What follows belongs to an exercise in optimizing a design on an open flow for small area and a short achievable clock period; a production flow would make more cautious choices. RTL that was checked went through simulation tests only; none was proved equivalent to the original. No functional check of the RTL was part of run 1. The clock input has no modelled driver; a real chip could not lean on it and would need a root buffer or a full tree. No activity file was given, so power comes from the tool's default toggle rates.

File: design.v
module ADDER_TREE #(parameter DATA_IN_WIDTH = 8, DATA_OUT_WIDTH = 16)
  (clk, rst_n, ena, data_in1, data_in2, data_out, done, pipe);
  input clk, rst_n, ena;
  input [DATA_IN_WIDTH - 1:0] data_in1, data_in2;
  output [DATA_OUT_WIDTH:0] data_out;
  output done;
  output [6:0] pipe;
  reg        done;
  reg [6:0]  pipe;
  reg [7:0] a1, b1;
  always @(posedge clk) begin
    a1 <= (data_in1 & {8{ena}}) | (a1 & {8{~ena}});
    b1 <= (data_in2 & {8{ena}}) | (b1 & {8{~ena}});
  end
  wire hs1 = (a1[2] & b1[0]) ^ (a1[1] & b1[1]);
  wire hc2 = (a1[2] & b1[0]) & (a1[1] & b1[1]);
  wire fs3 = (a1[3] & b1[0]) ^ (a1[2] & b1[1]) ^ (a1[1] & b1[2]);
  wire fc4 = ((a1[3] & b1[0]) & (a1[2] & b1[1])) | ((a1[3] & b1[0]) & (a1[1] & b1[2])) | ((a1[2] & b1[1]) & (a1[1] & b1[2]));
  wire fs5 = (a1[4] & b1[0]) ^ (a1[3] & b1[1]) ^ (a1[2] & b1[2]);
  wire fc6 = ((a1[4] & b1[0]) & (a1[3] & b1[1])) | ((a1[4] & b1[0]) & (a1[2] & b1[2])) | ((a1[3] & b1[1]) & (a1[2] & b1[2]));
  wire fs7 = (a1[5] & b1[0]) ^ (a1[4] & b1[1]) ^ (a1[3] & b1[2]);
  wire fc8 = ((a1[5] & b1[0]) & (a1[4] & b1[1])) | ((a1[5] & b1[0]) & (a1[3] & b1[2])) | ((a1[4] & b1[1]) & (a1[3] & b1[2]));
  wire fs9 = (a1[6] & b1[0]) ^ (a1[5] & b1[1]) ^ (a1[4] & b1[2]);
  wire fc10 = ((a1[6] & b1[0]) & (a1[5] & b1[1])) | ((a1[6] & b1[0]) & (a1[4] & b1[2])) | ((a1[5] & b1[1]) & (a1[4] & b1[2]));
  wire fs11 = (a1[7] & b1[0]) ^ (a1[6] & b1[1]) ^ (a1[5] & b1[2]);
  wire fc12 = ((a1[7] & b1[0]) & (a1[6] & b1[1])) | ((a1[7] & b1[0]) & (a1[5] & b1[2])) | ((a1[6] & b1[1]) & (a1[5] & b1[2]));
  wire fs13 = ~(a1[7] & b1[0]) ^ ~(a1[7] & b1[1]) ^ (a1[6] & b1[2]);
  wire fc14 = (~(a1[7] & b1[0]) & ~(a1[7] & b1[1])) | (~(a1[7] & b1[0]) & (a1[6] & b1[2])) | (~(a1[7] & b1[1]) & (a1[6] & b1[2]));
  reg [18:0] t2;
  reg [7:0] a2;
  reg [7:3] b2;
  always @(posedge clk) begin
    t2[0] <= (a1[0] & b1[0]);    
    t2[1] <= (a1[1] & b1[0]);    
    t2[2] <= (a1[0] & b1[1]);    
    t2[3] <= hs1;    
    t2[4] <= (a1[0] & b1[2]);    
    t2[5] <= hc2;    
    t2[6] <= fs3;    
    t2[7] <= fc4;    
    t2[8] <= fs5;    
    t2[9] <= fc6;    
    t2[10] <= fs7;    
    t2[11] <= fc8;    
    t2[12] <= fs9;    
    t2[13] <= fc10;    
    t2[14] <= fs11;    
    t2[15] <= fc12;    
    t2[16] <= fs13;    
    t2[17] <= fc14;    
    t2[18] <= ~(a1[7] & b1[2]);    
    a2 <= a1;
    b2 <= b1[7:3];
  end
  wire [3:0] sum15 = {1'b0, t2[3], t2[1], t2[0]} + {1'b0, t2[4], t2[2], 1'b0} + 1'b0;
  wire hs16 = t2[7] ^ t2[8];
  wire hc17 = t2[7] & t2[8];
  wire fs18 = t2[9] ^ t2[10] ^ (a2[2] & b2[3]);
  wire fc19 = (t2[9] & t2[10]) | (t2[9] & (a2[2] & b2[3])) | (t2[10] & (a2[2] & b2[3]));
  wire fs20 = t2[11] ^ t2[12] ^ (a2[3] & b2[3]);
  wire fc21 = (t2[11] & t2[12]) | (t2[11] & (a2[3] & b2[3])) | (t2[12] & (a2[3] & b2[3]));
  wire fs22 = t2[13] ^ t2[14] ^ (a2[4] & b2[3]);
  wire fc23 = (t2[13] & t2[14]) | (t2[13] & (a2[4] & b2[3])) | (t2[14] & (a2[4] & b2[3]));
  wire fs24 = t2[15] ^ t2[16] ^ (a2[5] & b2[3]);
  wire fc25 = (t2[15] & t2[16]) | (t2[15] & (a2[5] & b2[3])) | (t2[16] & (a2[5] & b2[3]));
  wire fs26 = t2[17] ^ t2[18] ^ (a2[6] & b2[3]);
  wire fc27 = (t2[17] & t2[18]) | (t2[17] & (a2[6] & b2[3])) | (t2[18] & (a2[6] & b2[3]));
  wire hs28 = t2[5] ^ t2[6];
  wire hc29 = t2[5] & t2[6];
  wire fs30 = hs16 ^ (a2[1] & b2[3]) ^ (a2[0] & b2[4]);
  wire fc31 = (hs16 & (a2[1] & b2[3])) | (hs16 & (a2[0] & b2[4])) | ((a2[1] & b2[3]) & (a2[0] & b2[4]));
  wire fs32 = hc17 ^ fs18 ^ (a2[1] & b2[4]);
  wire fc33 = (hc17 & fs18) | (hc17 & (a2[1] & b2[4])) | (fs18 & (a2[1] & b2[4]));
  wire fs34 = fc19 ^ fs20 ^ (a2[2] & b2[4]);
  wire fc35 = (fc19 & fs20) | (fc19 & (a2[2] & b2[4])) | (fs20 & (a2[2] & b2[4]));
  wire fs36 = fc21 ^ fs22 ^ (a2[3] & b2[4]);
  wire fc37 = (fc21 & fs22) | (fc21 & (a2[3] & b2[4])) | (fs22 & (a2[3] & b2[4]));
  wire fs38 = fc23 ^ fs24 ^ (a2[4] & b2[4]);
  wire fc39 = (fc23 & fs24) | (fc23 & (a2[4] & b2[4])) | (fs24 & (a2[4] & b2[4]));
  wire fs40 = fc25 ^ fs26 ^ (a2[5] & b2[4]);
  wire fc41 = (fc25 & fs26) | (fc25 & (a2[5] & b2[4])) | (fs26 & (a2[5] & b2[4]));
  wire fs42 = fc27 ^ ~(a2[7] & b2[3]) ^ (a2[6] & b2[4]);
  wire fc43 = (fc27 & ~(a2[7] & b2[3])) | (fc27 & (a2[6] & b2[4])) | (~(a2[7] & b2[3]) & (a2[6] & b2[4]));
  reg [20:0] t3;
  reg cy3;
  reg [7:0] a3;
  reg [7:5] b3;
  always @(posedge clk) begin
    t3[0] <= sum15[0];    
    t3[1] <= sum15[1];    
    t3[2] <= sum15[2];    
    t3[3] <= hs28;    
    t3[4] <= (a2[0] & b2[3]);    
    t3[5] <= hc29;    
    t3[6] <= fs30;    
    t3[7] <= fc31;    
    t3[8] <= fs32;    
    t3[9] <= fc33;    
    t3[10] <= fs34;    
    t3[11] <= fc35;    
    t3[12] <= fs36;    
    t3[13] <= fc37;    
    t3[14] <= fs38;    
    t3[15] <= fc39;    
    t3[16] <= fs40;    
    t3[17] <= fc41;    
    t3[18] <= fs42;    
    t3[19] <= fc43;    
    t3[20] <= ~(a2[7] & b2[4]);    
    cy3 <= sum15[3];    
    a3 <= a2;
    b3 <= b2[7:5];
  end
  wire [2:0] sum44 = {1'b0, t3[5], t3[3]} + {1'b0, t3[6], t3[4]} + cy3;
  wire hs45 = t3[9] ^ t3[10];
  wire hc46 = t3[9] & t3[10];
  wire fs47 = t3[11] ^ t3[12] ^ (a3[2] & b3[5]);
  wire fc48 = (t3[11] & t3[12]) | (t3[11] & (a3[2] & b3[5])) | (t3[12] & (a3[2] & b3[5]));
  wire fs49 = t3[13] ^ t3[14] ^ (a3[3] & b3[5]);
  wire fc50 = (t3[13] & t3[14]) | (t3[13] & (a3[3] & b3[5])) | (t3[14] & (a3[3] & b3[5]));
  wire fs51 = t3[15] ^ t3[16] ^ (a3[4] & b3[5]);
  wire fc52 = (t3[15] & t3[16]) | (t3[15] & (a3[4] & b3[5])) | (t3[16] & (a3[4] & b3[5]));
  wire fs53 = t3[17] ^ t3[18] ^ (a3[5] & b3[5]);
  wire fc54 = (t3[17] & t3[18]) | (t3[17] & (a3[5] & b3[5])) | (t3[18] & (a3[5] & b3[5]));
  wire fs55 = t3[19] ^ t3[20] ^ (a3[6] & b3[5]);
  wire fc56 = (t3[19] & t3[20]) | (t3[19] & (a3[6] & b3[5])) | (t3[20] & (a3[6] & b3[5]));
  wire hs57 = t3[7] ^ t3[8];
  wire hc58 = t3[7] & t3[8];
  wire fs59 = hs45 ^ (a3[1] & b3[5]) ^ (a3[0] & b3[6]);
  wire fc60 = (hs45 & (a3[1] & b3[5])) | (hs45 & (a3[0] & b3[6])) | ((a3[1] & b3[5]) & (a3[0] & b3[6]));
  wire fs61 = hc46 ^ fs47 ^ (a3[1] & b3[6]);
  wire fc62 = (hc46 & fs47) | (hc46 & (a3[1] & b3[6])) | (fs47 & (a3[1] & b3[6]));
  wire fs63 = fc48 ^ fs49 ^ (a3[2] & b3[6]);
  wire fc64 = (fc48 & fs49) | (fc48 & (a3[2] & b3[6])) | (fs49 & (a3[2] & b3[6]));
  wire fs65 = fc50 ^ fs51 ^ (a3[3] & b3[6]);
  wire fc66 = (fc50 & fs51) | (fc50 & (a3[3] & b3[6])) | (fs51 & (a3[3] & b3[6]));
  wire fs67 = fc52 ^ fs53 ^ (a3[4] & b3[6]);
  wire fc68 = (fc52 & fs53) | (fc52 & (a3[4] & b3[6])) | (fs53 & (a3[4] & b3[6]));
  wire fs69 = fc54 ^ fs55 ^ (a3[5] & b3[6]);
  wire fc70 = (fc54 & fs55) | (fc54 & (a3[5] & b3[6])) | (fs55 & (a3[5] & b3[6]));
  wire fs71 = fc56 ^ ~(a3[7] & b3[5]) ^ (a3[6] & b3[6]);
  wire fc72 = (fc56 & ~(a3[7] & b3[5])) | (fc56 & (a3[6] & b3[6])) | (~(a3[7] & b3[5]) & (a3[6] & b3[6]));
  reg [22:0] t4;
  reg cy4;
  reg [7:0] a4;
  reg [7:7] b4;
  always @(posedge clk) begin
    t4[0] <= t3[0];    
    t4[1] <= t3[1];    
    t4[2] <= t3[2];    
    t4[3] <= sum44[0];    
    t4[4] <= sum44[1];    
    t4[5] <= hs57;    
    t4[6] <= (a3[0] & b3[5]);    
    t4[7] <= hc58;    
    t4[8] <= fs59;    
    t4[9] <= fc60;    
    t4[10] <= fs61;    
    t4[11] <= fc62;    
    t4[12] <= fs63;    
    t4[13] <= fc64;    
    t4[14] <= fs65;    
    t4[15] <= fc66;    
    t4[16] <= fs67;    
    t4[17] <= fc68;    
    t4[18] <= fs69;    
    t4[19] <= fc70;    
    t4[20] <= fs71;    
    t4[21] <= fc72;    
    t4[22] <= ~(a3[7] & b3[6]);    
    cy4 <= sum44[2];    
    a4 <= a3;
    b4 <= b3[7:7];
  end
  wire [2:0] sum73 = {1'b0, t4[7], t4[5]} + {1'b0, t4[8], t4[6]} + cy4;
  wire hs74 = t4[9] ^ t4[10];
  wire hc75 = t4[9] & t4[10];
  wire fs76 = t4[11] ^ t4[12] ^ (a4[1] & b4[7]);
  wire fc77 = (t4[11] & t4[12]) | (t4[11] & (a4[1] & b4[7])) | (t4[12] & (a4[1] & b4[7]));
  wire fs78 = t4[13] ^ t4[14] ^ (a4[2] & b4[7]);
  wire fc79 = (t4[13] & t4[14]) | (t4[13] & (a4[2] & b4[7])) | (t4[14] & (a4[2] & b4[7]));
  wire fs80 = t4[15] ^ t4[16] ^ (a4[3] & b4[7]);
  wire fc81 = (t4[15] & t4[16]) | (t4[15] & (a4[3] & b4[7])) | (t4[16] & (a4[3] & b4[7]));
  wire fs82 = t4[17] ^ t4[18] ^ (a4[4] & b4[7]);
  wire fc83 = (t4[17] & t4[18]) | (t4[17] & (a4[4] & b4[7])) | (t4[18] & (a4[4] & b4[7]));
  wire fs84 = t4[19] ^ t4[20] ^ (a4[5] & b4[7]);
  wire fc85 = (t4[19] & t4[20]) | (t4[19] & (a4[5] & b4[7])) | (t4[20] & (a4[5] & b4[7]));
  wire fs86 = t4[21] ^ t4[22] ^ (a4[6] & b4[7]);
  wire fc87 = (t4[21] & t4[22]) | (t4[21] & (a4[6] & b4[7])) | (t4[22] & (a4[6] & b4[7]));
  reg [22:0] t5;
  reg cy5;
  always @(posedge clk) begin
    t5[0] <= t4[0];    
    t5[1] <= t4[1];    
    t5[2] <= t4[2];    
    t5[3] <= t4[3];    
    t5[4] <= t4[4];    
    t5[5] <= sum73[0];    
    t5[6] <= sum73[1];    
    t5[7] <= hs74;    
    t5[8] <= (a4[0] & b4[7]);    
    t5[9] <= hc75;    
    t5[10] <= fs76;    
    t5[11] <= fc77;    
    t5[12] <= fs78;    
    t5[13] <= fc79;    
    t5[14] <= fs80;    
    t5[15] <= fc81;    
    t5[16] <= fs82;    
    t5[17] <= fc83;    
    t5[18] <= fs84;    
    t5[19] <= fc85;    
    t5[20] <= fs86;    
    t5[21] <= fc87;    
    t5[22] <= ~(a4[7] & b4[7]);    
    cy5 <= sum73[2];    
  end
  wire [5:0] sum88 = {1'b0, t5[15], t5[13], t5[11], t5[9], t5[7]} + {1'b0, t5[16], t5[14], t5[12], t5[10], t5[8]} + cy5;
  reg [17:0] t6;
  reg cy6;
  always @(posedge clk) begin
    t6[0] <= t5[0];    
    t6[1] <= t5[1];    
    t6[2] <= t5[2];    
    t6[3] <= t5[3];    
    t6[4] <= t5[4];    
    t6[5] <= t5[5];    
    t6[6] <= t5[6];    
    t6[7] <= sum88[0];    
    t6[8] <= sum88[1];    
    t6[9] <= sum88[2];    
    t6[10] <= sum88[3];    
    t6[11] <= sum88[4];    
    t6[12] <= t5[17];    
    t6[13] <= t5[18];    
    t6[14] <= t5[19];    
    t6[15] <= t5[20];    
    t6[16] <= t5[21];    
    t6[17] <= t5[22];    
    cy6 <= sum88[5];    
  end
  wire [3:0] sum89 = {1'b0, t6[16], t6[14], t6[12]} + {1'b0, t6[17], t6[15], t6[13]} + cy6;
  reg [15:0] t7;
  always @(posedge clk) begin
    t7[0] <= t6[0];    
    t7[1] <= t6[1];    
    t7[2] <= t6[2];    
    t7[3] <= t6[3];    
    t7[4] <= t6[4];    
    t7[5] <= t6[5];    
    t7[6] <= t6[6];    
    t7[7] <= t6[7];    
    t7[8] <= t6[8];    
    t7[9] <= t6[9];    
    t7[10] <= t6[10];    
    t7[11] <= t6[11];    
    t7[12] <= sum89[0];    
    t7[13] <= sum89[1];    
    t7[14] <= sum89[2];    
    t7[15] <= sum89[3];    
  end
  wire [15:0] prod = {t7[15], t7[14], t7[13], t7[12], t7[11], t7[10], t7[9], t7[8], t7[7], t7[6], t7[5], t7[4], t7[3], t7[2], t7[1], t7[0]} ^ 16'h8000;
  reg [15:0] p8;
  reg        pipe0, valid;
  always @(posedge clk or negedge rst_n) begin
    if (!rst_n) begin
      pipe  <= 7'b0;
      pipe0 <= 1'b0;
      valid <= 1'b0;
      done  <= 1'b0;
      p8    <= 16'b0;
    end else begin
      pipe  <= {pipe[5:1], pipe0, pipe[0] | ena};
      pipe0 <= pipe0 | ena;
      valid <= valid | pipe[5];
      done  <= valid;
      p8    <= prod & {16{valid}};
    end
  end
  assign data_out = {p8[15], p8};
endmodule
File: constraint.sdc
create_clock -name core_clock -period 4.0 [get_ports {clk}]
set_input_delay 0.8000 -clock core_clock [delete_from_list [all_inputs] [get_ports {clk}]]
set_output_delay 0.8000 -clock core_clock [all_outputs]
set_load 0.01 [all_outputs]
File: flow/clock_tree.tcl
set nroot 4
set nleaf 8
set rootmaster sky130_fd_sc_hd__clkbuf_8
set leafmaster sky130_fd_sc_hd__clkbuf_16
foreach {v e} {nroot CLOCK_TREE_ROOTS nleaf CLOCK_TREE_LEAVES rootmaster CLOCK_TREE_ROOT_CELL leafmaster CLOCK_TREE_LEAF_CELL} {
  if {[info exists ::env($e)]} { set $v $::env($e) }
}

set block [ord::get_db_block]
set db [ord::get_db]
set port_net [$block findNet clk]

# walk the clock network from the port: buffers/inverters of the tree, sinks
set tree_insts {}
set tree_nets {}
set sinks {}
set todo [list $port_net]
while {[llength $todo]} {
  set net [lindex $todo 0]
  set todo [lrange $todo 1 end]
  foreach it [$net getITerms] {
    if {![$it isInputSignal]} { continue }
    set inst [$it getInst]
    set m [[$inst getMaster] getName]
    if {[string match "*clkbuf*" $m] || [string match "*clkinv*" $m] || [string match "sky130_fd_sc_hd__buf_*" $m] || [string match "*clkdlybuf*" $m] || [string match "*bufinv*" $m]} {
      lappend tree_insts $inst
      foreach ot [$inst getITerms] {
        if {[$ot isOutputSignal] && [$ot getNet] ne "NULL"} {
          lappend todo [$ot getNet]
          lappend tree_nets [$ot getNet]
        }
      }
    } else {
      lappend sinks $it
    }
  }
}
puts "clock_tree: [llength $tree_insts] tree cells, [llength $sinks] sinks"

# disconnect sinks, delete old tree
foreach it $sinks { $it disconnect }
foreach inst $tree_insts { odb::dbInst_destroy $inst }
foreach net $tree_nets { odb::dbNet_destroy $net }

# group sinks by location: recursive bisection along the longer side
proc sink_xy {it} {
  set inst [$it getInst]
  set b [$inst getBBox]
  return [list [expr {([$b xMin] + [$b xMax]) / 2}] [expr {([$b yMin] + [$b yMax]) / 2}]]
}
proc bisect {items n} {
  if {$n <= 1 || [llength $items] < 2} { return [list $items] }
  set xs {}; set ys {}
  foreach it $items { lassign [sink_xy $it] x y; lappend xs $x; lappend ys $y }
  set xs [lsort -integer $xs]; set ys [lsort -integer $ys]
  set dx [expr {[lindex $xs end] - [lindex $xs 0]}]
  set dy [expr {[lindex $ys end] - [lindex $ys 0]}]
  set axis [expr {$dx >= $dy ? 0 : 1}]
  set keyed {}
  foreach it $items { lappend keyed [list [lindex [sink_xy $it] $axis] $it] }
  set keyed [lsort -integer -index 0 $keyed]
  set n1 [expr {$n / 2}]
  set cut [expr {[llength $keyed] * $n1 / $n}]
  set a {}; set b {}
  set i 0
  foreach k $keyed { if {$i < $cut} { lappend a [lindex $k 1] } else { lappend b [lindex $k 1] }; incr i }
  return [concat [bisect $a $n1] [bisect $b [expr {$n - $n1}]]]
}
proc new_buffer {block master name in_net loads x y} {
  set net [odb::dbNet_create $block "${name}_net"]
  $net setSigType CLOCK
  set inst [odb::dbInst_create $block $master $name]
  $inst setSourceType TIMING
  $inst setLocation $x $y
  $inst setPlacementStatus PLACED
  [$inst findITerm A] connect $in_net
  [$inst findITerm X] connect $net
  foreach it $loads { $it connect $net }
  return $inst
}
proc centroid {items} {
  set sx 0; set sy 0
  foreach it $items { lassign [sink_xy $it] x y; incr sx $x; incr sy $y }
  return [list [expr {$sx / [llength $items]}] [expr {$sy / [llength $items]}]]
}
proc bisect_groups {groups n} {
  if {$n <= 1 || [llength $groups] < 2} { return [list $groups] }
  set xs {}; set ys {}
  foreach g $groups { lassign [centroid $g] x y; lappend xs $x; lappend ys $y }
  set xs [lsort -integer $xs]; set ys [lsort -integer $ys]
  set axis [expr {([lindex $xs end] - [lindex $xs 0]) >= ([lindex $ys end] - [lindex $ys 0]) ? 0 : 1}]
  set keyed {}
  foreach g $groups { lappend keyed [list [lindex [centroid $g] $axis] $g] }
  set keyed [lsort -integer -index 0 $keyed]
  set n1 [expr {$n / 2}]
  set cut [expr {[llength $keyed] * $n1 / $n}]
  set a {}; set b {}
  set i 0
  foreach k $keyed { if {$i < $cut} { lappend a [lindex $k 1] } else { lappend b [lindex $k 1] }; incr i }
  return [concat [bisect_groups $a $n1] [bisect_groups $b [expr {$n - $n1}]]]
}
set groups [bisect $sinks $nleaf]
if {$nroot == 0} {
  # one level: the port drives the leaf buffers directly
  set lmaster [$db findMaster $leafmaster]
  set l 0
  foreach g $groups {
    lassign [centroid $g] cx cy
    new_buffer $block $lmaster "clkbuf_leaf$l" $port_net $g $cx $cy
    puts "clock_tree: leaf $l drives [llength $g] sinks at ($cx, $cy)"
    incr l
  }
  set rootgroups {}
} else {
set rootgroups [bisect_groups $groups $nroot]
set rmaster [$db findMaster $rootmaster]
set lmaster [$db findMaster $leafmaster]
set r 0
set l 0
foreach rg $rootgroups {
  set all {}
  foreach g $rg { set all [concat $all $g] }
  lassign [centroid $all] rx ry
  set rnet [odb::dbNet_create $block "clknet_root$r"]
  $rnet setSigType CLOCK
  set rinst [odb::dbInst_create $block $rmaster "clkbuf_root$r"]
  $rinst setSourceType TIMING
  $rinst setLocation $rx $ry
  $rinst setPlacementStatus PLACED
  [$rinst findITerm A] connect $port_net
  [$rinst findITerm X] connect $rnet
  foreach g $rg {
    lassign [centroid $g] cx cy
    new_buffer $block $lmaster "clkbuf_leaf$l" $rnet $g $cx $cy
    puts "clock_tree: root $r leaf $l drives [llength $g] sinks at ($cx, $cy)"
    incr l
  }
  incr r
}
}
$port_net setSigType CLOCK
detailed_placement
check_placement
estimate_parasitics -placement
File: config.mk
export PLATFORM = sky130hd
export DESIGN_NAME = ADDER_TREE
export DESIGN_NICKNAME = ADDER_TREE
export VERILOG_FILES = /design/flow/design.v
export SDC_FILE = /design/flow/constraint.sdc
export NUM_CORES = 4
export LEC_CHECK = 0
export CAP_MARGIN = 20
export CORE_MARGIN = 2
export CORE_UTILIZATION = 60
export SETUP_SLACK_MARGIN = 2.45
export SLEW_MARGIN = 20
File: flow/run.sh
#!/bin/bash
# The standard layout (standard.sh) with these changes to how it is made:
# - plain buffers on the ports instead of the delay cells buffer_ports picks
#   by default;
# - after clock tree synthesis, flow/clock_tree.tcl replaces the clock tree
#   with a balanced two-level tree: four root buffers fed by the clock port,
#   each driving the leaf buffers of one region; every register sees one root
#   and one leaf buffer.
set -euo pipefail
export BUFFER_PORTS_ARGS="-buffer_cell sky130_fd_sc_hd__buf_1"
export CTS_ARGS="-sink_clustering_enable -repair_clock_nets -dont_use_dummy_load -buf_list {sky130_fd_sc_hd__clkbuf_8}"
export POST_CTS_TCL="$PWD/flow/clock_tree.tcl"
export CLOCK_TREE_ROOTS=4
export CLOCK_TREE_LEAVES=8
export CLOCK_TREE_ROOT_CELL=sky130_fd_sc_hd__clkbuf_8
export CLOCK_TREE_LEAF_CELL=sky130_fd_sc_hd__clkbuf_16
bash standard.sh > standard_make.log 2>&1
File: standard.sh
#!/bin/bash
# synth_recipe.tcl (not shown) runs the flow's synth.tcl, then flattens the netlist and writes it again
# the make line also repeats each setting of config.mk as NAME=value (left out here)
make -C /OpenROAD-flow-scripts/flow DESIGN_CONFIG=/design/flow/config.mk WORK_HOME=/design/flow/orfs CLKGATE_MAP_FILE= SYNTH_SCRIPT=/design/flow/synth_recipe.tcl "${@:-finish}"
==> results of run 1 <==
[flip-flops by register name (all words and copies together), names as in the netlist, named ones only]
register and flops:
t2 19, p8 16, b2 5, t3 21, cy6 1, valid 1, done 1, cy5 1
b3 3, b4 1, cy3 1, t5 23, a4 8, t7 16, a2 8, a3 8
t6 18, pipe 7, cy4 1, pipe0 1, t4 23
[layout make-up, without the clock buffers]
type                            instances  area [µm²]  area share
Multi-Input combinational cell        158        1690       0.247
Sequential cell                       199        4280       0.625
Tap cell                              133         166      0.0243
Timing Repair Buffer                   52         255      0.0372
Inverter                               54         203      0.0296
[per-layer routing]
layer	GRT usage	part of all wire	vias up
li1	-	-	1350
met1	0.158	0.45	1255
met2	0.222	0.50	50
met3	0.0368	0.039	9
met4	0.0438	0.015	0
met5	0	0	-
[cells by family (layout without fill, tap and decap cells)]
group                      after synthesis  after routing  synth area share
AOI/OAI and AO/OA                        7              7           0.00733
xor gates and xnor gates                 4              4           0.00570
adders and majority gates               58             58             0.173
buffers and inverters                   56            118            0.0350
DFF                                    199            199             0.696
and+or+nand+nor                         89             89            0.0833
[worst paths after layout]
check	slack, ns	from	cells after the start	endpoint
setup / recovery	2.32	pipe[0]	1	pipe[0]
hold / removal	0.33	t5[5]	0	t6[5]
setup reg to reg	2.43	b2[3]	3	t3[8]
hold reg to reg	0.33	t5[5]	0	t6[5]
max in group asynchronous	3.25	rst_n	2	p8[11]
min in group asynchronous	0.50	rst_n	2	pipe[4]
[Yosys cell counts (4+ instances only)]
cell type	n
dfxtp_1	157
edfxtp_1	16
and2_1	63
nand2_1	16
ha_1	13
inv_1	54
dfrtp_1	26
or2_2	4
fa_1	45
[report_power, final]
group          switching, mW  total (mW)  internal [mW]
registers              0.162        2.72           2.55
logic                  0.405       0.796          0.391
clock network          0.505       0.956          0.451
[per-stage QoR]
stage	setup slack (ns)	utilization	power (mW)	area, µm²	hold slack [ns]
floorplan	2.49	-	3.33	6140	0.310
global placement	2.19	0.656	3.51	6470	0.310
detailed placement	2.17	0.656	3.56	6470	0.312
global route	2.28	0.695	4.79	6860	0.339
finish	2.32	0.695	4.47	6860	0.332
==> summary.md, run 1 <==
| Metric | Value |
|---|---|
| Setup violations, final | 0 |
| Initial antenna violation count | 0 |
| Req. time, crit path | 3.20 ns |
| DRC | 0 |
| Antenna diodes | 0 |
| WP buf/inv | 1 |
| Worst EP arrival | 0.88 ns |
| Area Overhead vs Synth | 11.6% |
| Peak supply drop | 0.000274 V |
| Setup Crit Path Kind | register to output pin |
| Asr flop ratio synth | 0.131 |
| Post-route clock period utilization | 0.420 |
| Syn Area/Cell | 14.9 µm² |
| Most frequent cells in the layout | 154 x dfxtp_1, 54 x and2_1, 50 x inv_1 |
| FF+latch count, synth | 199 |
| First-pass GRT wire length | 11,400 µm |
| Die H | 105 µm |
| Power per cell area | 652 nW/µm² |
| Dpl hpwl | 4920 µm |
| Synth cell types | 21 |
| PortBufs | 43 |
| Gp weighted congestion | 0.730 |
| Final net count | 554 |
| Slew Viols, Final | 0 |
| Number of synthesized flops with an enable pin | 16 |
| Cell taking the most area after synthesis | dfxtp_1 |
| Starting Density | 0.623 |
| Worst skew pair latency | 0.29 ns |
| Slew margin rel. | 0.739 |
| Final hold violations | 0 |
| Clock Pin Slew Worst Setup and Hold Paths | 0.08 ns |
| Worst clock skew | 0.00842 ns |
| Sequential area share after synthesis | 0.696 |
| Largest cells by area after synthesis | dfxtp_1 51%, fa_1 15%, dfrtp_1 11% |
| Routed len/inst | 10.8 µm |
| Setup TNS | 0 ns |
| ANT nets after route | 0 |
| IO Count | 44 |
| Ratio of cells with drive above 1 in the final layout | 0.145 |
| CP startpoint kind | register |
| Finished Layout Cells | 608 |
| Max-Cap Viols | 0 |
| Fillers | 698 |
| Crit-path cells | buf_2 |
| Pin count of the biggest net entering global routing | 27 |
| Minimum clock period | 1.68 ns |
| Post-Syn Area | 6140 µm² |
| Outcome | complete, no violations |
| GRT Util Overall | 0.130 |
| Die span in x | 105 µm |
| RSZ-0062 raised after global routing | yes |
| Slowest-stage cell, CP | dfrtp_1 |
| Fmax | 0.595 GHz |
| Hold Crit Class | register to register |
| P_leak | 3.02 nW |
| # rows | 36 |
| Top delay family on crit path | flip-flops |
| Commonest non-fill, non-tap cell in the layout | dfxtp_1 |
| Top_reg_cell synth | dfxtp_1 |
| Clock sinks | 199 |
| Critical path peak fanout | 2 |
| Post-Place Cells | 588 |
| Full die area | 11,100 µm² |
| Post-synth top area share | 0.512 |
| Drt first pass iters | 4 |
| Vias in the first global route | 2,637 |
| WL final | 6560 µm |
| Worst-Margin Slew | 0.391 ns |
| 1st-iter DRT viols | 52 |
| Synthesis Warnings | 1 |
| Syn Inst Count | 413 |
| CP Capture Type | output pin |
| Total gr overflow | 0 |
| Vias per cell | 4.38 |
| Vias | 2,664 |
| Slowest stage delay, CP | 0.43 ns |
| Syn nets | 490 |
| Core Box Area | 9860 µm² |
==> run 2, diff against run 1 <==
--- a/design.v
+++ b/design.v
@@ -8,10 +8,11 @@
   reg        done;
   reg [6:0]  pipe;
   reg [7:0] a1, b1;
-  always @(posedge clk) begin
-    a1 <= (data_in1 & {8{ena}}) | (a1 & {8{~ena}});
-    b1 <= (data_in2 & {8{ena}}) | (b1 & {8{~ena}});
-  end
+  always @(posedge clk)
+    if (ena) begin
+      a1 <= data_in1;
+      b1 <= data_in2;
+    end
   wire hs1 = (a1[2] & b1[0]) ^ (a1[1] & b1[1]);
   wire hc2 = (a1[2] & b1[0]) & (a1[1] & b1[1]);
   wire fs3 = (a1[3] & b1[0]) ^ (a1[2] & b1[1]) ^ (a1[1] & b1[2]);
@@ -270,8 +271,8 @@
       done  <= 1'b0;
       p8    <= 16'b0;
     end else begin
-      pipe  <= {pipe[5:1], pipe0, pipe[0] | ena};
-      pipe0 <= pipe0 | ena;
+      pipe  <= {pipe[5:1], pipe0, pipe0 | ena};
+      if (ena) pipe0 <= 1'b1;
       valid <= valid | pipe[5];
       done  <= valid;
       p8    <= prod & {16{valid}};
==> run 2 against run 1 <==
Effect of this change: setup slack got worse by 0.0032 ns; power rose by 0.53%; combinational power increased by 0.9%; worst hold slack about the same; final cell count is 0.99% lower; die area decreased by 0.36%; design area shrank 0.35%; critical path type unchanged.
==> summary.md, run 2 <==
| Metric | Value |
|---|---|
| Outcome | complete, no violations |
| Initial antenna violation count | 0 |
| Slack of the critical path | 2.32 ns |
| Area Overhead vs Synth | 11.6% |
| Cell taking the most area after synthesis | dfxtp_1 |
| Clock sinks | 199 |
| Worst r2r dst | t3[10] |
| Hold path endpoint | t7[7] |
| Max-Cap Viols | 0 |
| Full die area | 11,000 µm² |
| Setup TNS | 0 ns |
| Total gr overflow | 0 |
| Die H | 105 µm |
| Syn nets | 485 |
| Most frequent cells in the layout | 152 x dfxtp_1, 56 x and2_1, 50 x inv_1 |
| Reg2Reg Setup Slack | 2.44 ns |
| Vias | 2,664 |
| Commonest non-fill, non-tap cell in the layout | dfxtp_1 |
| Post-synth top area share | 0.513 |
| Core Box Area | 9820 µm² |
| Dpl hpwl | 4970 µm |
| IO Count | 44 |
| Finished Layout Cells | 602 |
| 1st-iter DRT viols | 43 |
| Total power | 4.49 mW |
| Critical path peak fanout | 1 |
| R2R depth | 3 |
| Top_reg_cell synth | dfxtp_1 |
| Starting Density | 0.623 |
| RSZ-0062 raised after global routing | yes |
| Count leader, synth | dfxtp_1 |
| Crit-path cells | buf_2 |
| Clock Pin Slew Worst Setup and Hold Paths | 0.09 ns |
| Minimum clock period | 1.68 ns |
| Slew margin rel. | 0.742 |
| Min-delay src | t6[7] |
| Ratio of cells with drive above 1 in the final layout | 0.136 |
| Asr flop ratio synth | 0.131 |
| Hold Crit Class | register to register |
| PortBufs | 43 |
| Hold Crit Depth | 0 |
| Number of synthesized flops with an enable pin | 16 |
| Most frequent cells after synthesis | 157 x dfxtp_1, 63 x and2_1, 50 x inv_1, 45 x fa_1, 26 x dfrtp_1 |
| Pin count of the biggest net entering global routing | 27 |
| FF+latch count, synth | 199 |
| Synthesis Warnings | 1 |
| Final hold violations | 0 |
| Routed len/inst | 11.0 µm |
| Largest cells by area after synthesis | dfxtp_1 51%, fa_1 15%, dfrtp_1 11% |
| CP Capture Type | output pin |
| Post-Place Cells | 583 |
| Slew Viols, Final | 0 |
| Post-Syn Area | 6120 µm² |
| DRC | 0 |
| Vias in the first global route | 2,730 |
| Sequential area share after synthesis | 0.698 |
| WP buf/inv | 1 |
| Die span in x | 105 µm |
| Vias per cell | 4.43 |
| Slowest stage delay, CP | 0.43 ns |
| Worst r2r src | b2[3] |
| WL final | 6620 µm |
| Gp weighted congestion | 0.732 |
| Worst EP arrival | 0.88 ns |
| Worst clock skew | 0.0160 ns |
| Regs by FF count | t4: 23 flops, t5: 23 flops, t3: 21 flops |
| Final net count | 548 |
| Post-Route Utilization | 0.696 |
| Peak supply drop | 0.000340 V |
| Req. time, crit path | 3.20 ns |
| Post-route clock period utilization | 0.421 |
| Drt first pass iters | 4 |
| Slowest-stage cell, CP | dfrtp_1 |
| # rows | 36 |
| Top delay family on crit path | flip-flops |
| Pre-CTS setup slack | 2.16 ns |
| Synth cell types | 21 |
| Syn Area/Cell | 15.0 µm² |
| First-pass GRT wire length | 11,400 µm |
| Power per cell area | 658 nW/µm² |
| CP startpoint kind | register |
| Worst-Margin Slew | 0.387 ns |
| Antenna diodes | 0 |
| ANT nets after route | 0 |
| Worst skew pair latency | 0.30 ns |
| P_leak | 3.01 nW |
| GRT Util Overall | 0.131 |
| Fmax | 0.594 GHz |
| Setup violations, final | 0 |
| Setup Crit Path Kind | register to output pin |
| Syn Inst Count | 408 |
[run 2: layer usage]
metal,part of all wire,wire [µm],track usage,up-vias
li1,-,-,-,1341
met1,0.43,2870,0.154,1256
met2,0.50,3300,0.225,56
met3,0.045,296,0.0368,11
met4,0.022,144,0.0543,0
met5,0,0,0,-
[run 2: layout make-up, without the clock buffers]
cell class / count / area [µm²]
fill: 701 / 2990
inverter: 50 / 188
multi-input combinational: 157 / 1690
sequential: 199 / 4290
tap: 133 / 166
timing repair buffer: 51 / 249
[run 2: metrics by stage]
step | hold slack [ns] | area [µm²]
global route | 0.337 | 6830
detailed placement | 0.312 | 6450
floorplan | 0.310 | 6120
finish | 0.332 | 6830
global placement | 0.310 | 6450
[run 2: report_power, final]
group	total [mW]	switching, mW	internal (mW)
sequential	2.72	0.165	2.56
combinational	0.803	0.412	0.391
clock	0.969	0.517	0.452
[run 2: worst max-delay path by stage]
| stage | startpoint | endpoint | slack, ns | cells past startpoint |
|---|---|---|---|---|
| floorplan | b3[5] | t4[16] | 2.49 | 3 |
| global placement | ena | a1[0] | 2.20 | 1 |
| detailed placement | ena | a1[1] | 2.16 | 1 |
| global route | pipe[0] | pipe[0] | 2.31 | 1 |
| finish | pipe[0] | pipe[0] | 2.32 | 1 |
[run 2: kinds of logic (layout without fill, tap and decap cells)]
| group | after synthesis | in the layout | share of synthesized area |
|---|---|---|---|
| flops | 199 | 199 | 0.698 |
| simple gates | 88 | 88 | 0.0818 |
| fa+ha+maj | 58 | 58 | 0.174 |
| buf+inv | 52 | 113 | 0.0325 |
| compound gates | 7 | 7 | 0.00818 |
| xor+xnor | 4 | 4 | 0.00572 |
==> run 3, diff against run 2 <==
--- a/config.mk
+++ b/config.mk
@@ -8,5 +8,5 @@
 export CAP_MARGIN = 20
 export CORE_MARGIN = 2
 export CORE_UTILIZATION = 60
-export SETUP_SLACK_MARGIN = 2.45
+export SETUP_SLACK_MARGIN = 2.35
 export SLEW_MARGIN = 20
==> run 3 against run 2 <==
Effect of this change: critical path type unchanged; sequential share of layout area grew 0.76 points; highest routed layer unchanged; synthesized cell count is the same; utilization shrank 0.96 points; combinational power shrank 3.2%; flip-flop and latch count is the same; register-to-register slack is essentially flat; largest power group unchanged; final cell count shrank 0.66%; clock skew shrank 0.0038 ns; worst hold slack is essentially flat.
==> summary.md, run 3 <==
| Metric | Value |
|---|---|
| Power per cell area | 662 nW/µm² |
| Antenna diodes | 0 |
| Critical path peak fanout | 1 |
| Worst-Margin Slew | 0.826 ns |
| Setup violations, final | 0 |
| Vias | 2,623 |
| Slew Viols, Final | 0 |
| IO Count | 44 |
| Count leader, synth | dfxtp_1 |
| Worst r2r src | b2[3] |
| Regs by FF count | t4: 23 flops, t5: 23 flops, t3: 21 flops |
| Vias per cell | 4.39 |
| Slowest-stage cell, CP | dfrtp_1 |
| # rows | 36 |
| Final net count | 544 |
| Worst r2r dst | t3[10] |
| Crit-path cells | buf_2 |
| DRC | 0 |
| GRT Util Overall | 0.130 |
| Largest cells by area after synthesis | dfxtp_1 51%, fa_1 15%, dfrtp_1 11% |
| Pin count of the biggest net entering global routing | 27 |
| Initial antenna violation count | 0 |
| Die H | 105 µm |
| Gp weighted congestion | 0.732 |
| CP Capture Type | output pin |
| Synthesis Warnings | 1 |
| Peak supply drop | 0.000332 V |
| Final hold violations | 0 |
| RSZ-0062 raised after global routing | yes |
| Post-synth top area share | 0.513 |
| Commonest non-fill, non-tap cell in the layout | dfxtp_1 |
| Starting Density | 0.623 |
| Worst setup path end | pipe[0] |
| Slowest stage delay, CP | 0.43 ns |
| Most frequent cells after synthesis | 157 x dfxtp_1, 63 x and2_1, 50 x inv_1, 45 x fa_1, 26 x dfrtp_1 |
| Post-Syn Area | 6120 µm² |
| Synth cell types | 21 |
| FF+latch count, synth | 199 |
| Slew margin rel. | 0.450 |
| Setup Crit Path Kind | register to output pin |
| R2R depth | 3 |
| Drt first pass iters | 4 |
| Top delay family on crit path | flip-flops |
| Worst path depth | 1 |
| Top_reg_cell synth | dfxtp_1 |
| WP buf/inv | 1 |
| Worst setup startpoint | pipe[0] |
| Outcome | complete, no violations |
| Asr flop ratio synth | 0.131 |
| Worst skew pair latency | 0.29 ns |
| Most frequent cells in the layout | 154 x dfxtp_1, 63 x and2_1, 50 x inv_1 |
| Setup TNS | 0 ns |
| Syn nets | 485 |
| Cell taking the most area after synthesis | dfxtp_1 |
| Worst clock skew | 0.0122 ns |
| Post-Route Utilization | 0.686 |
| Die span in x | 105 µm |
| Fmax | 0.595 GHz |
| Post-route clock period utilization | 0.420 |
| First-pass GRT wire length | 11,300 µm |
| Full die area | 11,000 µm² |
| DP Area | 6450 µm² |
| Syn Area/Cell | 15.0 µm² |
| Hold Crit Class | register to register |
| Number of synthesized flops with an enable pin | 16 |
| Total gr overflow | 0 |
| Reg2Reg Setup Slack | 2.43 ns |
| Dpl hpwl | 4970 µm |
| Routed len/inst | 10.9 µm |
| Worst EP arrival | 0.88 ns |
| PortBufs | 43 |
| Max-Cap Viols | 0 |
| Sequential area share after synthesis | 0.698 |
| Syn Inst Count | 408 |
| WL final | 6550 µm |
| Ratio of cells with drive above 1 in the final layout | 0.0581 |
| Clock Pin Slew Worst Setup and Hold Paths | 0.09 ns |
| Req. time, crit path | 3.20 ns |
| Vias in the first global route | 2,724 |
| Total power | 4.46 mW |
| P_leak | 2.91 nW |
| Area Overhead vs Synth | 10.1% |
| Min-delay src | t6[7] |
| Clock sinks | 199 |
| CP startpoint kind | register |
| Core Box Area | 9820 µm² |
| Finished Cell Area | 6740 µm² |
| 1st-iter DRT viols | 30 |
| Minimum clock period | 1.68 ns |
| ANT nets after route | 0 |
-- run 3: changes by cell type in the layout (fill, tap and decap cells not counted), sizes merged --
cell | before | now
clkbuf | 33 | 12
buf | 30 | 47
-- run 3: final cells by class, without the clock buffers --
cell class | instances | area [µm²]
fill | 713 | 3080
timing repair buffer | 47 | 193
inverter | 50 | 188
tap | 133 | 166
sequential | 199 | 4280
multi-input combinational | 157 | 1660
-- run 3: per-layer routing --
| metal | vias to the layer above | global-route usage | part of all wire |
|---|---|---|---|
| met5 | - | 0 | 0 |
| li1 | 1329 | - | - |
| met1 | 1229 | 0.152 | 0.44 |
| met2 | 55 | 0.225 | 0.50 |
| met3 | 10 | 0.0256 | 0.038 |
| met4 | 0 | 0.0714 | 0.025 |
-- run 3: report_power, final --
part	switching [mW]	internal, mW
Combinational	0.412	0.365
Clock	0.518	0.452
Sequential	0.162	2.56
Total	1.09	3.37
-- run 3: logic make-up after synthesis --
family                   Yosys count  synth area share
XOR/XNOR                           4           0.00572
AND/OR/NAND/NOR                   88            0.0818
buffers and inverters             52            0.0325
flip-flops                       199             0.698
adder cells (fa/ha/maj)           58             0.174
AO/OA/AOI/OAI                      7           0.00818
-- run 3: worst min path at each step --
stage | end | slack, ns | cells past startpoint
6_report | t7[7] | 0.33 | 0
3_3_place_gp | t6[6] | 0.31 | 0
3_5_place_dp | t7[3] | 0.31 | 0
5_1_grt | t7[8] | 0.34 | 0
2_1_floorplan | b3[5] | 0.31 | 0
-- run 3: per-stage QoR --
stage          hold slack, ns  worst slack (ns)  std cells
2_1_floorplan           0.310              2.49        408
3_3_place_gp            0.310              2.20        583
3_5_place_dp            0.312              2.16        583
5_1_grt                 0.337              2.31        598
6_report                0.332              2.32        598
==> run 4, diff against run 3 <==
--- a/config.mk
+++ b/config.mk
@@ -8,5 +8,6 @@
 export CAP_MARGIN = 20
 export CORE_MARGIN = 2
 export CORE_UTILIZATION = 60
+export GPL_TIMING_DRIVEN = 1
 export SETUP_SLACK_MARGIN = 2.35
 export SLEW_MARGIN = 20
==> run 4 against run 3 <==
Effect of this change: still clean; clock power hardly changed; largest cell class unchanged; synthesized cell count unchanged; critical path depth unchanged; sequential power barely moved; global-route usage unchanged; power stayed put; synthesized area unchanged; utilization unchanged; first-iteration DRC count unchanged; final cell count unchanged; flip-flop and latch count stayed put; critical endpoint unchanged.
==> summary.md, run 4 <==
| Metric | Value |
|---|---|
| Setup violations, final | 0 |
| Initial antenna violation count | 0 |
| First-pass GRT wire length | 11,300 µm |
| Clock Pin Slew Worst Setup and Hold Paths | 0.09 ns |
| Dpl hpwl | 4970 µm |
| Crit-path cells | buf_2 |
| 1st-iter DRT viols | 30 |
| Vias | 2,623 |
| Pin count of the biggest net entering global routing | 27 |
| Commonest non-fill, non-tap cell in the layout | dfxtp_1 |
| Routed len/inst | 10.9 µm |
| Max-Cap Viols | 0 |
| Final hold violations | 0 |
| CP startpoint kind | register |
| Post-synth top area share | 0.513 |
| P_leak | 2.91 nW |
| Reg2Reg Setup Slack | 2.43 ns |
| Power per cell area | 662 nW/µm² |
| Starting Density | 0.623 |
| Pre-CTS setup slack | 2.16 ns |
| Asr flop ratio synth | 0.131 |
| Slack of the critical path | 2.32 ns |
| Vias per cell | 4.39 |
| Core Box Area | 9820 µm² |
| Die span in x | 105 µm |
| Regs by FF count | t4: 23 flops, t5: 23 flops, t3: 21 flops |
| FF+latch count, synth | 199 |
| Most frequent cells in the layout | 154 x dfxtp_1, 63 x and2_1, 50 x inv_1 |
| DP Area | 6450 µm² |
| Top delay family on crit path | flip-flops |
| Slowest stage delay, CP | 0.43 ns |
| Worst-Margin Slew | 0.826 ns |
| Hold Crit Class | register to register |
| Slew margin rel. | 0.450 |
| Worst skew pair latency | 0.29 ns |
| Ratio of cells with drive above 1 in the final layout | 0.0581 |
| WP buf/inv | 1 |
| Vias in the first global route | 2,724 |
| Largest cells by area after synthesis | dfxtp_1 51%, fa_1 15%, dfrtp_1 11% |
| Gp weighted congestion | 0.732 |
| Synthesis Warnings | 1 |
| Slowest-stage cell, CP | dfrtp_1 |
| Fmax | 0.595 GHz |
| Req. time, crit path | 3.20 ns |
| Finished Cell Area | 6740 µm² |
| Post-route clock period utilization | 0.420 |
| Syn Area/Cell | 15.0 µm² |
| Final net count | 544 |
| Number of synthesized flops with an enable pin | 16 |
| Clock sinks | 199 |
| Cell taking the most area after synthesis | dfxtp_1 |
| Synth cell types | 21 |
| # rows | 36 |
| Slew Viols, Final | 0 |
| ANT nets after route | 0 |
| Total gr overflow | 0 |
| Post-Syn Area | 6120 µm² |
| Sequential area share after synthesis | 0.698 |
| WL final | 6550 µm |
| Critical path peak fanout | 1 |
| RSZ-0062 raised after global routing | yes |
| Minimum clock period | 1.68 ns |
| Die H | 105 µm |
| Worst clock skew | 0.0122 ns |
| Outcome | complete, no violations |
| Count leader, synth | dfxtp_1 |
| Full die area | 11,000 µm² |
| Syn Inst Count | 408 |
| IO Count | 44 |
| Antenna diodes | 0 |
| GRT Util Overall | 0.130 |
| Top_reg_cell synth | dfxtp_1 |
| PortBufs | 43 |
| Area Overhead vs Synth | 10.1% |
| Worst hold margin | 0.332 ns |
| Setup Crit Path Kind | register to output pin |
| Drt first pass iters | 4 |
| DRC | 0 |
| Peak supply drop | 0.000332 V |
| Syn nets | 485 |
| Total power | 4.46 mW |
| Most frequent cells after synthesis | 157 x dfxtp_1, 63 x and2_1, 50 x inv_1, 45 x fa_1, 26 x dfrtp_1 |
| CP Capture Type | output pin |
| Worst EP arrival | 0.88 ns |
| Setup TNS | 0 ns |
[run 4: cell counts after synthesis]
Identical to the previous run, type by type.
[run 4: cells by family (layout without fill, tap and decap cells)]
logic type,count (synthesis),count (layout),share of synthesized area
buffers and inverters,52,109,0.0325
AND/OR/NAND/NOR,88,88,0.0818
flip-flops,199,199,0.698
AO/OA/AOI/OAI,7,7,0.00818
XOR/XNOR,4,4,0.00572
adder cells (fa/ha/maj),58,58,0.174
[run 4: final timing paths]
path                         start       to  cells past startpoint
max                        pipe[0]  pipe[0]                      1
min reg2reg                  t6[7]    t7[7]                      0
min                          t6[7]    t7[7]                      0
max reg2reg                  b2[3]   t3[10]                      3
max in group asynchronous    rst_n    p8[5]                      2
min in group asynchronous    rst_n   p8[12]                      2
[run 4: where the power goes]
group          internal [mW]  switching (mW)  total [mW]
clock network          0.452           0.518       0.969
logic                  0.365           0.412       0.777
registers               2.56           0.162        2.72
[run 4: final cells by class, without the clock buffers]
class | count | area (µm²)
Tap cell | 133 | 166
Timing Repair Buffer | 47 | 193
Sequential cell | 199 | 4280
Inverter | 50 | 188
Fill cell | 713 | 3080
Multi-Input combinational cell | 157 | 1660
[run 4: through the flow]
stage	utilization	std cells
floorplan	-	408
global placement	0.656	583
detailed placement	0.656	583
global route	0.686	598
finish	0.686	598
[run 4: layer usage]
metal / up-vias / share of wire / GRT usage
li1: 1329 / - / -
met1: 1229 / 0.44 / 0.152
met2: 55 / 0.50 / 0.225
met3: 10 / 0.038 / 0.0256
met4: 0 / 0.025 / 0.0714
met5: - / 0 / 0
==> run 5, diff against run 4 <==
--- a/config.mk
+++ b/config.mk
@@ -7,7 +7,6 @@
 export LEC_CHECK = 0
 export CAP_MARGIN = 20
 export CORE_MARGIN = 2
-export CORE_UTILIZATION = 60
-export GPL_TIMING_DRIVEN = 1
+export CORE_UTILIZATION = 80
 export SETUP_SLACK_MARGIN = 2.35
 export SLEW_MARGIN = 20
==> run 5 against run 4 <==
Effect of this change: still clean; combinational power rose by 19%; die area shrank 24%; synthesized cell count stayed put; register-to-register slack got worse by 0.06 ns; critical path type is now register to register.
==> summary.md, run 5 <==
| Metric | Value |
|---|---|
| Setup violations, final | 0 |
| Cell taking the most area after synthesis | dfxtp_1 |
| Die H | 91.5 µm |
| Clock Pin Slew Worst Setup and Hold Paths | 0.09 ns |
| CP startpoint kind | register |
| Pin count of the biggest net entering global routing | 27 |
| Post-synth top area share | 0.513 |
| Most frequent cells in the layout | 154 x dfxtp_1, 60 x and2_1, 50 x inv_1 |
| Hold Crit Depth | 0 |
| Asr flop ratio synth | 0.131 |
| Top_reg_cell synth | dfxtp_1 |
| Outcome | complete, no violations |
| Most frequent cells after synthesis | 157 x dfxtp_1, 63 x and2_1, 50 x inv_1, 45 x fa_1, 26 x dfrtp_1 |
| Full die area | 8370 µm² |
| Total gr overflow | 0 |
| # rows | 31 |
| Synth cell types | 21 |
| Req. time, crit path | 4.17 ns |
| Final net count | 543 |
| Initial antenna violation count | 0 |
| IO Count | 44 |
| Dpl hpwl | 5990 µm |
| Vias | 2,897 |
| Post-Place Cells | 549 |
| Worst EP arrival | 1.80 ns |
| CP Capture Type | register |
| DRC | 0 |
| Crit path top cell by count | fa_1 |
| Critical path peak fanout | 7 |
| P_leak | 2.91 nW |
| Fillers | 243 |
| Ratio of cells with drive above 1 in the final layout | 0.0647 |
| Synthesis Warnings | 1 |
| Regs by FF count | t4: 23 flops, t5: 23 flops, t3: 21 flops |
| Crit-path cells | and2_4, fa_1, fa_1 |
| Vias in the first global route | 3,352 |
| Hold Crit Class | register to register |
| PortBufs | 43 |
| Slowest stage delay, CP | 0.54 ns |
| Setup TNS | 0 ns |
| Area Overhead vs Synth | 9.46% |
| Pre-CTS setup slack | 2.20 ns |
| RSZ-0062 raised after global routing | yes |
| Power per cell area | 696 nW/µm² |
| ANT nets after route | 0 |
| Post-Syn Area | 6120 µm² |
| Slew margin rel. | 0.448 |
| Core Box Area | 7330 µm² |
| Worst skew pair latency | 0.30 ns |
| Max-Cap Viols | 0 |
| Slew Viols, Final | 0 |
| Drt first pass iters | 4 |
| Peak supply drop | 0.000442 V |
| Finished Layout Cells | 563 |
| Number of synthesized flops with an enable pin | 16 |
| Starting Density | 0.835 |
| First-pass GRT wire length | 16,400 µm |
| Setup Crit Path Kind | register to register |
| Commonest non-fill, non-tap cell in the layout | dfxtp_1 |
| Syn Inst Count | 408 |
| Final hold violations | 0 |
| Worst clock skew | 0.0134 ns |
| Fmax | 0.614 GHz |
| Worst-Margin Slew | 0.829 ns |
| Post-route clock period utilization | 0.407 |
| Vias per cell | 5.15 |
| Slowest-stage cell, CP | fa_1 |
| 1st-iter DRT viols | 97 |
| Count leader, synth | dfxtp_1 |
| FF+latch count, synth | 199 |
| Gp weighted congestion | 0.725 |
| Minimum clock period | 1.63 ns |
| Die span in x | 91.5 µm |
| Clock sinks | 199 |
| R2R depth | 3 |
| Sequential area share after synthesis | 0.698 |
| WL final | 10,000 µm |
| Syn nets | 485 |
| GRT Util Overall | 0.266 |
| Routed len/inst | 17.8 µm |
| Slack of the critical path | 2.37 ns |
| Largest cells by area after synthesis | dfxtp_1 51%, fa_1 15%, dfrtp_1 11% |
| Reg2Reg Setup Slack | 2.37 ns |
| Syn Area/Cell | 15.0 µm² |
| Antenna diodes | 0 |
==> run 5: area by class of cell, without the clock buffers <==
class / instances / area, µm² / area share
Sequential cell: 199 / 4280 / 0.639
Multi-Input combinational cell: 157 / 1670 / 0.249
Inverter: 50 / 188 / 0.0280
Timing Repair Buffer: 46 / 186 / 0.0278
Tap cell: 99 / 124 / 0.0185
==> run 5: routing by layer <==
metal / vias up / track usage / share of wire
met5: - / 0 / 0
met4: 0 / 0.104 / 0.035
met3: 29 / 0.0515 / 0.035
met2: 80 / 0.522 / 0.57
met1: 1456 / 0.272 / 0.36
li1: 1332 / - / -
==> run 5: kinds of logic (layout without fill, tap and decap cells) <==
| kind of cell | Yosys count | count (layout) | share of synthesized area |
|---|---|---|---|
| and+or+nand+nor | 88 | 88 | 0.0818 |
| adders and majority gates | 58 | 58 | 0.174 |
| buffers and inverters | 52 | 108 | 0.0325 |
| xor gates and xnor gates | 4 | 4 | 0.00572 |
| DFF | 199 | 199 | 0.698 |
| AOI/OAI and AO/OA | 7 | 7 | 0.00818 |
==> run 5: path summary, 6_finish.rpt <==
path	end	startpoint
setup / recovery	t3[10]	b2[3]
hold / removal	t7[9]	t6[9]
setup reg to reg	t3[10]	b2[3]
hold reg to reg	t7[9]	t6[9]
max in group asynchronous	p8[9]	rst_n
min in group asynchronous	p8[0]	rst_n
==> run 5: power by group <==
group / total (mW) / internal (mW) / switching, mW / leakage, nW
logic: 0.924 / 0.403 / 0.521 / 1.04
registers: 2.77 / 2.56 / 0.210 / 1.75
clock network: 0.976 / 0.452 / 0.524 / 0.127
total: 4.67 / 3.41 / 1.26 / 2.91
==> run 5: critical path: cells and delay by family, from the launching register on <==
family,cells,cell delay [ns]
adders and majority gates,2,0.97
DFF,1,0.38
and+or+nand+nor,1,0.15
==> run 5: per-stage QoR <==
stage / hold WS [ns] / instance area [µm²] / power, mW / utilization
finish: 0.332 / 6700 / 4.67 / 0.914
global route: 0.341 / 6700 / 4.93 / 0.914
detailed placement: 0.312 / 6400 / 3.62 / 0.874
global placement: 0.310 / 6400 / 3.48 / 0.874
floorplan: 0.310 / 6120 / 3.33 / -
==> run 6, diff against run 5 <==
--- a/config.mk
+++ b/config.mk
@@ -7,6 +7,6 @@
 export LEC_CHECK = 0
 export CAP_MARGIN = 20
 export CORE_MARGIN = 2
-export CORE_UTILIZATION = 80
-export SETUP_SLACK_MARGIN = 2.35
+export CORE_UTILIZATION = 72
+export SETUP_SLACK_MARGIN = 2.45
 export SLEW_MARGIN = 20
==> run 6 against run 5 <==
Effect of this change: clock power shrank 1%; sequential power barely moved; still clean on timing, DRC and antenna; global-route usage fell by 9.0 points; flip-flop and latch count is the same; die area is 11% higher; worst hold slack barely moved; critical path depth is 2 lower; design area grew 1.8%; utilization shrank 8.4 points; sequential share of layout area decreased by 1.1 points; setup slack got worse by 0.023 ns; power shrank 1.9%.
==> summary.md, run 6 <==
| Metric | Value |
|---|---|
| Outcome | complete, no violations |
| Worst setup startpoint | pipe[1] |
| Routed len/inst | 12.9 µm |
| 1st-iter DRT viols | 30 |
| Final net count | 544 |
| Clock Pin Slew Worst Setup and Hold Paths | 0.08 ns |
| Finished Cell Area | 6820 µm² |
| Critical path peak fanout | 2 |
| Vias | 2,641 |
| ANT nets after route | 0 |
| Slowest-stage cell, CP | dfrtp_1 |
| Post-route clock period utilization | 0.413 |
| Sequential area share after synthesis | 0.698 |
| Dpl hpwl | 4990 µm |
| Slowest stage delay, CP | 0.42 ns |
| Antenna diodes | 0 |
| Most frequent cells in the layout | 153 x dfxtp_1, 53 x and2_1, 50 x inv_1 |
| Post-synth top area share | 0.513 |
| Multi-input logic area | 1690 µm² |
| Syn nets | 485 |
| Number of synthesized flops with an enable pin | 16 |
| Initial antenna violation count | 0 |
| Seq. cell area | 4280 µm² |
| Min-delay src | b2[5] |
| Syn Area/Cell | 15.0 µm² |
| Worst clock skew | 0.0121 ns |
| Met1 WL | 3110 µm |
| Peak supply drop | 0.000375 V |
| Full die area | 9260 µm² |
| Worst EP arrival | 0.85 ns |
| Vias in the first global route | 2,791 |
| Req. time, crit path | 3.20 ns |
| CP Capture Type | output pin |
| Die H | 96.2 µm |
| Hold Crit Class | register to register |
| Largest cells by area after synthesis | dfxtp_1 51%, fa_1 15%, dfrtp_1 11% |
| WP buf/inv | 1 |
| Count leader, synth | dfxtp_1 |
| Asr flop ratio synth | 0.131 |
| Largest family of logic cells by synthesized area | adder cells |
| DRC | 0 |
| Commonest non-fill, non-tap cell in the layout | dfxtp_1 |
| Worst-Margin Slew | 0.417 ns |
| Fmax | 0.606 GHz |
| Post-Synth XOR/XNOR Area | 0.00572 |
| CP startpoint kind | register |
| Ratio of cells with drive above 1 in the final layout | 0.140 |
| Total gr overflow | 0 |
| Post-Syn Area | 6120 µm² |
| Slew Viols, Final | 0 |
| First-pass GRT wire length | 12,200 µm |
| Total power | 4.58 mW |
| Crit-path cells | clkbuf_2 |
| RSZ-0062 raised after global routing | yes |
| Power per cell area | 672 nW/µm² |
| Top layer reached by signal wires | met4 |
| Cell taking the most area after synthesis | dfxtp_1 |
| Final hold violations | 0 |
| Top_reg_cell synth | dfxtp_1 |
| Pin count of the biggest net entering global routing | 27 |
| Area Overhead vs Synth | 11.4% |
| Syn Inst Count | 408 |
| Setup TNS | 0 ns |
| # rows | 33 |
| Post-Route Utilization | 0.830 |
| P_leak | 3.02 nW |
| DP Area | 6410 µm² |
| Mux contribution to synthesized area | 0 |
| Regs by FF count | t4: 23 flops, t5: 23 flops, t3: 21 flops |
| PortBufs | 43 |
| Starting Density | 0.745 |
| GRT Util Overall | 0.176 |
| Synth Area in Adders | 0.174 |
| Drt first pass iters | 4 |
| Setup violations, final | 0 |
| Core Box Area | 8220 µm² |
| Max-Cap Viols | 0 |
| Setup Crit Path Kind | register to output pin |
| Synthesis Warnings | 1 |
| Worst skew pair latency | 0.29 ns |
| Met2 wire length | 3810 µm |
| Synth Area in Simple Gates | 0.0817 |
| Die span in x | 96.2 µm |
| Synth cell types | 21 |
| Compound-Gate Fraction of Synth Area | 0.00817 |
| Clock sinks | 199 |
| Vias per cell | 4.63 |
| FF+latch count, synth | 199 |
| WL final | 7330 µm |
| Fillers | 419 |
| Most frequent cells after synthesis | 157 x dfxtp_1, 63 x and2_1, 50 x inv_1, 45 x fa_1, 26 x dfrtp_1 |
| IO Count | 44 |
| Minimum clock period | 1.65 ns |
| Slew margin rel. | 0.722 |
| Gp weighted congestion | 0.735 |
| Worst r2r src | b3[5] |
| Met3 WL post-DR | 282 µm |
| Top delay family on crit path | flip-flops |
==> run 6: path summary, 6_finish.rpt <==
kind                           end  slack (ns)  depth (start not counted)
setup / recovery           pipe[1]        2.35                          1
hold / removal               b3[5]        0.33                          0
setup reg to reg            t4[12]        2.42                          3
hold reg to reg              b3[5]        0.33                          0
max in group asynchronous   p8[15]        3.26                          2
min in group asynchronous  pipe[1]        0.49                          2
==> run 6: final cells by class, without the clock buffers <==
cell class              count  share of cell area
well taps                 105              0.0193
multi-input cells         157               0.248
flip-flops and latches    199               0.628
inverters                  50              0.0275
repair buffers             47              0.0393
==> run 6: metrics by stage <==
stage | std cells | setup WS, ns | hold WS (ns)
after floorplan | 408 | 2.49 | 0.310
after global placement | 555 | 2.20 | 0.310
after detailed placement | 555 | 2.18 | 0.312
after global routing | 570 | 2.32 | 0.338
final | 570 | 2.35 | 0.331
==> run 6: kinds of logic (layout without fill, tap and decap cells) <==
| group | Yosys count | count (layout) |
|---|---|---|
| xor+xnor | 4 | 4 |
| fa+ha+maj | 58 | 58 |
| simple gates | 88 | 88 |
| compound gates | 7 | 7 |
| buf+inv | 52 | 109 |
| flops | 199 | 199 |
==> run 6: per-layer routing <==
metal | vias to the layer above | GRT usage
li1 | 1333 | -
met1 | 1245 | 0.207
met2 | 52 | 0.315
met3 | 11 | 0.0431
met4 | 0 | 0.0607
met5 | - | 0
==> run 6: report_power, final <==
part	leakage [nW]	switching [mW]	total [mW]	internal (mW)
sequential	1.75	0.186	2.74	2.56
clock	0.127	0.511	0.962	0.451
combinational	1.15	0.452	0.876	0.425
==> run 7, diff against run 6 <==
--- a/config.mk
+++ b/config.mk
@@ -8,5 +8,5 @@
 export CAP_MARGIN = 20
 export CORE_MARGIN = 2
 export CORE_UTILIZATION = 72
-export SETUP_SLACK_MARGIN = 2.45
+export SETUP_SLACK_MARGIN = 2.25
 export SLEW_MARGIN = 20
==> run 7 against run 6 <==
Effect of this change: still clean; synthesized cell count did not move; utilization decreased by 1.7 points; design area is 2.0% lower; clock skew rose by 0.00085 ns; flip-flop and latch count stayed put; critical path type unchanged; largest cell class unchanged.
==> summary.md, run 7 <==
| Metric | Value |
|---|---|
| Most frequent cells after synthesis | 157 x dfxtp_1, 63 x and2_1, 50 x inv_1, 45 x fa_1, 26 x dfrtp_1 |
| Core Box Area | 8220 µm² |
| 1st-iter DRT viols | 26 |
| First-pass GRT wire length | 11,800 µm |
| ANT nets after route | 0 |
| Hold Crit Class | register to register |
| Slowest-stage cell, CP | dfrtp_1 |
| Peak supply drop | 0.000366 V |
| Top_reg_cell synth | dfxtp_1 |
| Slew margin rel. | 0.440 |
| Critical path peak fanout | 2 |
| Post-Route Utilization | 0.813 |
| Final net count | 542 |
| FF+latch count, synth | 199 |
| Syn Area/Cell | 15.0 µm² |
| Die H | 96.2 µm |
| P_leak | 2.91 nW |
| Slowest stage delay, CP | 0.40 ns |
| Worst skew pair latency | 0.29 ns |
| CP startpoint kind | register |
| Post-route clock period utilization | 0.418 |
| Commonest non-fill, non-tap cell in the layout | dfxtp_1 |
| # rows | 33 |
| Most frequent cells in the layout | 157 x dfxtp_1, 63 x and2_1, 50 x inv_1 |
| Synthesis Warnings | 1 |
| Minimum clock period | 1.67 ns |
| Clock Pin Slew Worst Setup and Hold Paths | 0.08 ns |
| Area Overhead vs Synth | 9.16% |
| CP Capture Type | output pin |
| Clock sinks | 199 |
| Full die area | 9260 µm² |
| Gp weighted congestion | 0.735 |
| Crit-path cells | buf_1 |
| Number of synthesized flops with an enable pin | 16 |
| IO Count | 44 |
| Routed len/inst | 12.5 µm |
| Power per cell area | 675 nW/µm² |
| Req. time, crit path | 3.20 ns |
| Regs by FF count | t4: 23 flops, t5: 23 flops, t3: 21 flops |
| Fillers | 442 |
| RSZ-0062 raised after global routing | no |
| Outcome | complete, no violations |
| Post-Syn Area | 6120 µm² |
| Post-synth top area share | 0.513 |
| Largest cells by area after synthesis | dfxtp_1 51%, fa_1 15%, dfrtp_1 11% |
| Vias per cell | 4.70 |
| Drt first pass iters | 4 |
| Syn nets | 485 |
| Starting Density | 0.745 |
| Max-Cap Viols | 0 |
| Slew Viols, Final | 0 |
| Setup Crit Path Kind | register to output pin |
| WP buf/inv | 1 |
| Vias | 2,671 |
| Die span in x | 96.2 µm |
| Count leader, synth | dfxtp_1 |
| Sequential area share after synthesis | 0.698 |
| Antenna diodes | 0 |
| Initial antenna violation count | 0 |
| Setup violations, final | 0 |
| Cell taking the most area after synthesis | dfxtp_1 |
| Total gr overflow | 0 |
| Fmax | 0.597 GHz |
| Ratio of cells with drive above 1 in the final layout | 0.0432 |
| GRT Util Overall | 0.169 |
| Syn Inst Count | 408 |
| Vias in the first global route | 2,752 |
| PortBufs | 43 |
| Final hold violations | 0 |
| Pin count of the biggest net entering global routing | 27 |
| DRC | 0 |
| Setup TNS | 0 ns |
| Worst clock skew | 0.0129 ns |
| Worst-Margin Slew | 0.840 ns |
| Top delay family on crit path | flip-flops |
| Worst EP arrival | 0.87 ns |
| Asr flop ratio synth | 0.131 |
| Synth cell types | 21 |
| WL final | 7080 µm |
| Dpl hpwl | 4990 µm |
run 7: cell counts after synthesis:
No cell type changed its count.
run 7: per-stage QoR:
step / area [µm²] / hold slack (ns) / total power [mW] / setup WS, ns / std cells
global route: 6680 / 0.338 / 4.80 / 2.25 / 568
floorplan: 6120 / 0.310 / 3.33 / 2.49 / 408
global placement: 6410 / 0.310 / 3.49 / 2.20 / 555
detailed placement: 6410 / 0.312 / 3.58 / 2.18 / 555
finish: 6680 / 0.333 / 4.51 / 2.33 / 568
run 7: cell type report, without the clock buffers:
| cell class | instances | area [µm²] | share of cell area |
|---|---|---|---|
| Inverter | 50 | 188 | 0.0281 |
| Multi-Input combinational cell | 157 | 1650 | 0.247 |
| Sequential cell | 199 | 4270 | 0.640 |
| Tap cell | 105 | 131 | 0.0197 |
| Timing Repair Buffer | 45 | 185 | 0.0277 |
run 7: report_power, final:
| group | internal [mW] | switching [mW] | leakage, nW | total [mW] |
|---|---|---|---|---|
| Combinational | 0.373 | 0.436 | 1.03 | 0.809 |
| Sequential | 2.56 | 0.177 | 1.75 | 2.73 |
| Clock | 0.452 | 0.517 | 0.127 | 0.969 |
| Total | 3.38 | 1.13 | 2.91 | 4.51 |
run 7: worst paths after layout:
path	start	endpoint	slack (ns)	cells after the start
setup reg to reg	b3[5]	t4[14]	2.34	3
setup / recovery	pipe[1]	pipe[1]	2.33	1
max in group asynchronous	rst_n	p8[6]	3.26	2
min in group asynchronous	rst_n	pipe[1]	0.49	2
hold / removal	b2[5]	b3[5]	0.33	0
hold reg to reg	b2[5]	b3[5]	0.33	0
run 7: kinds of logic after synthesis:
family                     Yosys count  synth area share
AOI/OAI and AO/OA                    7           0.00818
xor gates and xnor gates             4           0.00572
adders and majority gates           58             0.174
buffers and inverters               52            0.0325
DFF                                199             0.698
and+or+nand+nor                     88            0.0818
run 7: layer usage:
metal / GRT usage / part of all wire / wire length (µm)
met5: 0 / 0 / 0
met1: 0.190 / 0.43 / 3010
met2: 0.310 / 0.52 / 3670
met3: 0.0439 / 0.042 / 295
met4: 0.0607 / 0.015 / 104

==> static timing again, ports no longer ideal <==
The flow's constraints put no driver on any port. The routed layouts listed below were extracted and timed again, unchanged, in two steps. Step 1, drivers: a clkbuf_16 drives clk and a buf_2 each remaining input, both assumed. Step 2 times the ports against the registers' clock, not the clock port: input delays grow and output delays shrink by t, the midpoint of the rising clock arrivals with the driver on. a / b / c = no drivers / after step 1 / after step 2; a / b = the first two.
run | t, ns | setup WS [ns]
run 1 | 0.348 | 2.320 / 2.255 / 2.434
run 2 | 0.354 | 2.317 / 2.252 / 2.440
run 3 | 0.353 | 2.319 / 2.253 / 2.206
run 4 | 0.353 | 2.319 / 2.253 / 2.206
run 5 | 0.350 | 2.372 / 2.318 / 2.194
run 6 | 0.347 | 2.349 / 2.287 / 2.423
run 7 | 0.348 | 2.326 / 2.265 / 2.194
After both steps every run listed still meets setup and hold.
